This is an optimization exercise on Yosys and OpenROAD, whose aim is small area, not a production implementation. Function was checked by simulation only, so behaviour that the tests miss may differ from the original.

## syntropy_core
module syntropy_core (
    input wire clk,
    input wire rst_n,
    input wire [15:0] voltage_drift,
    input wire [15:0] packet_loss,
    input wire [15:0] temp_variance,
    input wire [15:0] phase_jitter,
    input wire [15:0] threshold,
    input wire enable_learning,
    input wire mesh_broadcast_en,
    output wire stable,
    output reg [15:0] flux_value,
    output reg [15:0] correction_vector,
    output reg [15:0] optimized_params,
    output wire learning_active,
    output wire mesh_broadcast_req,
    input wire [15:0] mesh_flux_in,
    input wire [15:0] mesh_correction_in,
    input wire mesh_valid_in,
    output reg [15:0] mesh_flux_out,
    output reg [15:0] mesh_correction_out,
    output wire mesh_valid_out,
    output wire [7:0] iteration_count,
    output wire [3:0] state,
    output wire error_flag
);
Settings: LEC_CHECK=0, CAP_MARGIN=20, CORE_MARGIN=2, CORE_UTILIZATION=60, CTS_BUF_LIST=sky130_fd_sc_hd__clkbuf_8, GPL_TIMING_DRIVEN=0, SLEW_MARGIN=20, SYNTH_HIERARCHICAL=1; clock period 13.0 ns.
standard.sh (not shown) runs the stock make flow with config.mk's settings and CLKGATE_MAP_FILE= SYNTH_SCRIPT=/design/flow/synth_recipe.tcl, a recipe that flattens the netlist after the stock synthesis.
==> flow/flow/run.sh <==
#!/bin/bash
set -euo pipefail
bash standard.sh synth > synth.log 2>&1
bash standard.sh 'BUFFER_PORTS_ARGS=-buffer_cell sky130_fd_sc_hd__buf_1' finish > layout.log 2>&1
Rerun with:
Settings changed: CORE_UTILIZATION 60 to 40, CTS_CLUSTER_DIAMETER set to 100, CTS_CLUSTER_SIZE set to 30.
After rerunning: Wire length is higher by a few percent; first-iteration DRC count went down by a few percent; setup slack gets worse by 0.0088 ns; clock-buffer cell count came out higher by 1; global-route usage is lower by 8.3 points; synthesized area is unchanged; fmax is about the same.
Rerun with:
Settings changed: CTS_CLUSTER_DIAMETER 100 to unset, CTS_CLUSTER_SIZE 30 to unset.
After rerunning:
- The changed run went through all stages and came out clean
- flip-flop and latch count is unchanged
- design area stays the same
- synthesized cell count is unchanged
- wire length does not change
- count of clock-buffer cells in the layout is unchanged
- cell count stays the same
Rerun with:
==> flow/flow/run.sh (replaced) <==
#!/bin/bash
set -euo pipefail
bash standard.sh synth > synth.log 2>&1
bash standard.sh 'BUFFER_PORTS_ARGS=-buffer_cell sky130_fd_sc_hd__buf_1' 'RECOVER_POWER=100' finish > layout.log 2>&1
Outcome: Wire length stays flat; area after synthesis does not change; core utilization barely changes; cell count does not change; worst hold slack improved by 0.0075 ns; flip-flop and latch count stays the same; global-route usage is unchanged; count of clock-buffer cells in the layout stays the same; via count barely changes; final area is about the same.

---

oak:
syntropy_core, a different RTL version from the one above (not shown whole).
For scale: roughly 970 cells after synthesis, ~140 flip-flops, about 210 I/O pins, about 10,000 sq um of cells after synthesis.
clock: 13.0 ns
lec_check: 0
cap_margin: 20
core_margin: 2
core_utilization: 40
slew_margin: 20
run.sh (not shown) runs the stock make flow with config.mk's settings and CLKGATE_MAP_FILE= SYNTH_SCRIPT=/design/flow/synth_recipe.tcl, a recipe that flattens the netlist after the stock synthesis.
Stock flow here: none of the scripts above is used.
## Diff of input files: pine against oak
==> flow/flow/run.sh (new file) <==
#!/bin/bash
set -euo pipefail
bash standard.sh synth > synth.log 2>&1
bash standard.sh 'BUFFER_PORTS_ARGS=-buffer_cell sky130_fd_sc_hd__buf_1' finish > layout.log 2>&1
==> flow/standard.sh (new file) <==
#!/bin/bash
# synth_recipe.tcl (not shown) runs the flow's synth.tcl, then flattens the netlist and writes it again
# the make line also repeats each setting of config.mk as NAME=value (left out here)
make -C /OpenROAD-flow-scripts/flow DESIGN_CONFIG=/design/flow/config.mk WORK_HOME=/design/flow/orfs CLKGATE_MAP_FILE= SYNTH_SCRIPT=/design/flow/synth_recipe.tcl "${@:-finish}"
removed: flow/run.sh
--- outcome ---
pine: PASS, flow complete, no timing, DRC or antenna violations
The maximum frequency reported for pine is smaller than that of oak by about 0.65%.
Between oak and pine, the clock slew at the register clock pins of the worst setup and hold paths figures differ only marginally.
Looking at pine and oak, the count of nets after finishing is a wash.
Status: number of buffers created by CTS parity (pine, oak)
pine vs. oak: first-pass GRT wire length went down by 2.7%.
Against oak, pine reports a global-route usage that is lower.
Between pine and oak, routing usage on met1 is higher for oak, pine comes in under that.
oak -> pine: number of logic stages on the critical path including buffering delta 0, exact match

---

syntropy_core, a different RTL version from the one above (not shown whole).
Size in the first run: about 810 cells after synthesis, ~140 flip-flops.
// syntropy_core
module syntropy_core (
    input wire clk,
    input wire rst_n,
    input wire [15:0] voltage_drift,
    input wire [15:0] packet_loss,
    input wire [15:0] temp_variance,
    input wire [15:0] phase_jitter,
    input wire [15:0] threshold,
    input wire enable_learning,
    input wire mesh_broadcast_en,
    output wire stable,
    output reg [15:0] flux_value,
    output reg [15:0] correction_vector,
    output reg [15:0] optimized_params,
    output wire learning_active,
    output wire mesh_broadcast_req,
    input wire [15:0] mesh_flux_in,
    input wire [15:0] mesh_correction_in,
    input wire mesh_valid_in,
    output reg [15:0] mesh_flux_out,
    output reg [15:0] mesh_correction_out,
    output wire mesh_valid_out,
    output wire [7:0] iteration_count,
    output wire [3:0] state,
    output wire error_flag
);
    localparam IDLE = 3'd0, EVAL = 3'd1, LEARN = 3'd2, CORR = 3'd3, BCAST = 3'd4, ERR = 3'd5;
    reg [2:0] cs;         
    reg [2:0] ps;         
    reg [3:0] ic;         
    reg       fin;        
    reg       lflag;      
    reg [15:0] p;         
    reg [15:0] q;         
    reg [15:0] thr;
    reg        len, men;
    assign state = {1'b0, ps};
    assign iteration_count = {4'd0, ic};
    assign stable = (ps == EVAL) && (cs == IDLE);
    assign learning_active = (ps == LEARN) && (cs == LEARN);
    assign mesh_broadcast_req = (ps == BCAST);
    assign mesh_valid_out = (ps == BCAST);
    assign error_flag = (ps == ERR);
    wire in_eval  = (cs == EVAL);
    wire in_learn = (cs == LEARN);
    wire first    = (ps == EVAL);
    wire iter     = in_learn && !fin;
    function automatic [4:0] ceil25(input [6:0] b);
        case (b)
            7'd0: ceil25 = 5'd0;
            7'd1: ceil25 = 5'd1;
            7'd2: ceil25 = 5'd1;
            7'd3: ceil25 = 5'd1;
            7'd4: ceil25 = 5'd1;
            7'd5: ceil25 = 5'd1;
            7'd6: ceil25 = 5'd2;
            7'd7: ceil25 = 5'd2;
            7'd8: ceil25 = 5'd2;
            7'd9: ceil25 = 5'd2;
            7'd10: ceil25 = 5'd2;
            7'd11: ceil25 = 5'd3;
            7'd12: ceil25 = 5'd3;
            7'd13: ceil25 = 5'd3;
            7'd14: ceil25 = 5'd3;
            7'd15: ceil25 = 5'd3;
            7'd16: ceil25 = 5'd4;
  ...
export LEC_CHECK = 0
export CAP_MARGIN = 20
export CORE_MARGIN = 2
export CORE_UTILIZATION = 40
export CTS_BUF_LIST = sky130_fd_sc_hd__clkbuf_8
export GPL_TIMING_DRIVEN = 0
export SLEW_MARGIN = 20
export SYNTH_HIERARCHICAL = 1
create_clock -name core_clock -period 13.0 [get_ports {clk}]
standard.sh (not shown) runs the stock make flow with config.mk's settings and CLKGATE_MAP_FILE= SYNTH_SCRIPT=/design/flow/synth_recipe.tcl, a recipe that flattens the netlist after the stock synthesis.
==> flow/flow/run.sh <==
#!/bin/bash
set -euo pipefail
bash standard.sh synth > synth.log 2>&1
bash standard.sh \
  'BUFFER_PORTS_ARGS=-buffer_cell sky130_fd_sc_hd__buf_1' \
  'CTS_ARGS=-sink_clustering_enable -repair_clock_nets -buf_list sky130_fd_sc_hd__clkbuf_8 -dont_use_dummy_load' \
  'RECOVER_POWER=50' \
  finish > layout.log 2>&1
The first run finished with max-capacitance violations, max-slew violations left.
Next try:
==> flow/flow/run.sh (replaced) <==
#!/bin/bash
set -euo pipefail
bash standard.sh synth > synth.log 2>&1
bash standard.sh \
  'BUFFER_PORTS_ARGS=-buffer_cell sky130_fd_sc_hd__buf_1' \
  'CTS_ARGS=-sink_clustering_enable -repair_clock_nets -buf_list sky130_fd_sc_hd__clkbuf_8 -dont_use_dummy_load' \
  finish > layout.log 2>&1
CORE_UTILIZATION = 35   (was 40)
SETUP_SLACK_MARGIN = -0.2   (was unset)
Now the flow finished with timing, DRC and antenna clean.
Die area went up by about 14%.
Wire length went up by about 3.3%.
Sequential share of layout area went down by 0.50 points.
Final area went up by about 1.7%.
Clock-buffer cell count does not change.
Non-clock buffer count went up by 6.
Next try:
CORE_UTILIZATION = 40   (was 35)
SETUP_SLACK_MARGIN = -0.1   (was -0.2)
Routed wire length decreases by 2.6%; cell count fell by 4.3%; cell area drops by 1.2%; sequential share of layout area rose by 0.35 points.
Next try:
CORE_UTILIZATION = 55   (was 40)
SETUP_SLACK_MARGIN = unset   (was -0.1)
What happened: Global-route usage climbs by 7.1 points. Area after synthesis is unchanged. Final area goes up by about 0.9%. Die area fell by about 27%. Via count rose by 1.2%.
Next try:
==> flow/flow/run.sh (replaced) <==
#!/bin/bash
set -euo pipefail
bash standard.sh synth > synth.log 2>&1
bash standard.sh \
  'BUFFER_PORTS_ARGS=-buffer_cell sky130_fd_sc_hd__buf_1' \
  'CTS_ARGS=-sink_clustering_enable -sink_clustering_size 30 -sink_clustering_max_diameter 150 -repair_clock_nets -buf_list sky130_fd_sc_hd__clkbuf_8 -dont_use_dummy_load' \
  finish > layout.log 2>&1
CORE_UTILIZATION = 40   (was 55)
SETUP_SLACK_MARGIN = -0.1   (was unset)
Effect:
- The changed run went through all stages and came out clean
- setup slack is worse by 36 ps
- final cell count rises by 7.2%
- wire length rises by about 1.6%
- register-to-register slack is worse by 40 ps
- die area rises by about 36%
- non-clock buffer count falls by 7
- clock-buffer cell count stays the same

[port drivers added, routing unchanged]
In the flow no input, the clock included, has a driving cell. The finished layouts below were timed again as built, in two steps. Step 1 sets driving cells, clkbuf_16 on the clock port and buf_2 on the other inputs (assumed; they add their load-dependent delay and slew). Step 2 moves the port delays by t, midway between the first and last clock arrival at a register: inputs arrive t later, outputs are due t later. That takes back most of the time a late clock gives input paths. Slacks: ideal ports / drivers / drivers and shift; pairs: ideal ports / drivers.
| run | t (ns) | slack for setup (ns) | hold WS [ns] | latest minus earliest clock arrival (ns) | slew at the worst register clock pin (ns) |
|---|---|---|---|---|---|
| the first run of note 1 | 0.493 | 0.181 / 0.181 / 0.181 | 0.386 / 0.386 / 0.386 | 0.020 / 0.020 | 0.10 / 0.10 |
| the second run of note 1 | 0.488 | 0.172 / 0.172 / 0.172 | 0.382 / 0.382 / 0.382 | 0.014 / 0.014 | 0.09 / 0.09 |
| the third run of note 1 | 0.488 | 0.172 / 0.172 / 0.172 | 0.382 / 0.382 / 0.382 | 0.014 / 0.014 | 0.09 / 0.09 |
| the fourth run of note 1 | 0.487 | 0.176 / 0.176 / 0.176 | 0.389 / 0.389 / 0.389 | 0.014 / 0.013 | 0.09 / 0.09 |
| oak | 0.471 | 0.235 / 0.235 / 0.235 | 0.478 / 0.478 / 0.478 | 0.014 / 0.014 | 0.07 / 0.07 |
| pine | 0.476 | 0.152 / 0.152 / 0.152 | 0.468 / 0.468 / 0.468 | 0.013 / 0.012 | 0.07 / 0.07 |
| the first run of note 3 | 0.476 | 0.320 / 0.320 / 0.320 | 0.377 / 0.377 / 0.377 | 0.040 / 0.040 | 0.10 / 0.10 |
| the second run of note 3 | 0.469 | 0.180 / 0.180 / 0.180 | 0.379 / 0.379 / 0.379 | 0.048 / 0.048 | 0.10 / 0.10 |
| the third run of note 3 | 0.479 | 0.256 / 0.256 / 0.256 | 0.377 / 0.377 / 0.377 | 0.041 / 0.041 | 0.10 / 0.10 |
| the fourth run of note 3 | 0.479 | 0.292 / 0.292 / 0.292 | 0.380 / 0.380 / 0.380 | 0.027 / 0.028 | 0.08 / 0.08 |
| the fifth run of note 3 | 0.479 | 0.256 / 0.256 / 0.256 | 0.377 / 0.377 / 0.377 | 0.041 / 0.041 | 0.10 / 0.10 |
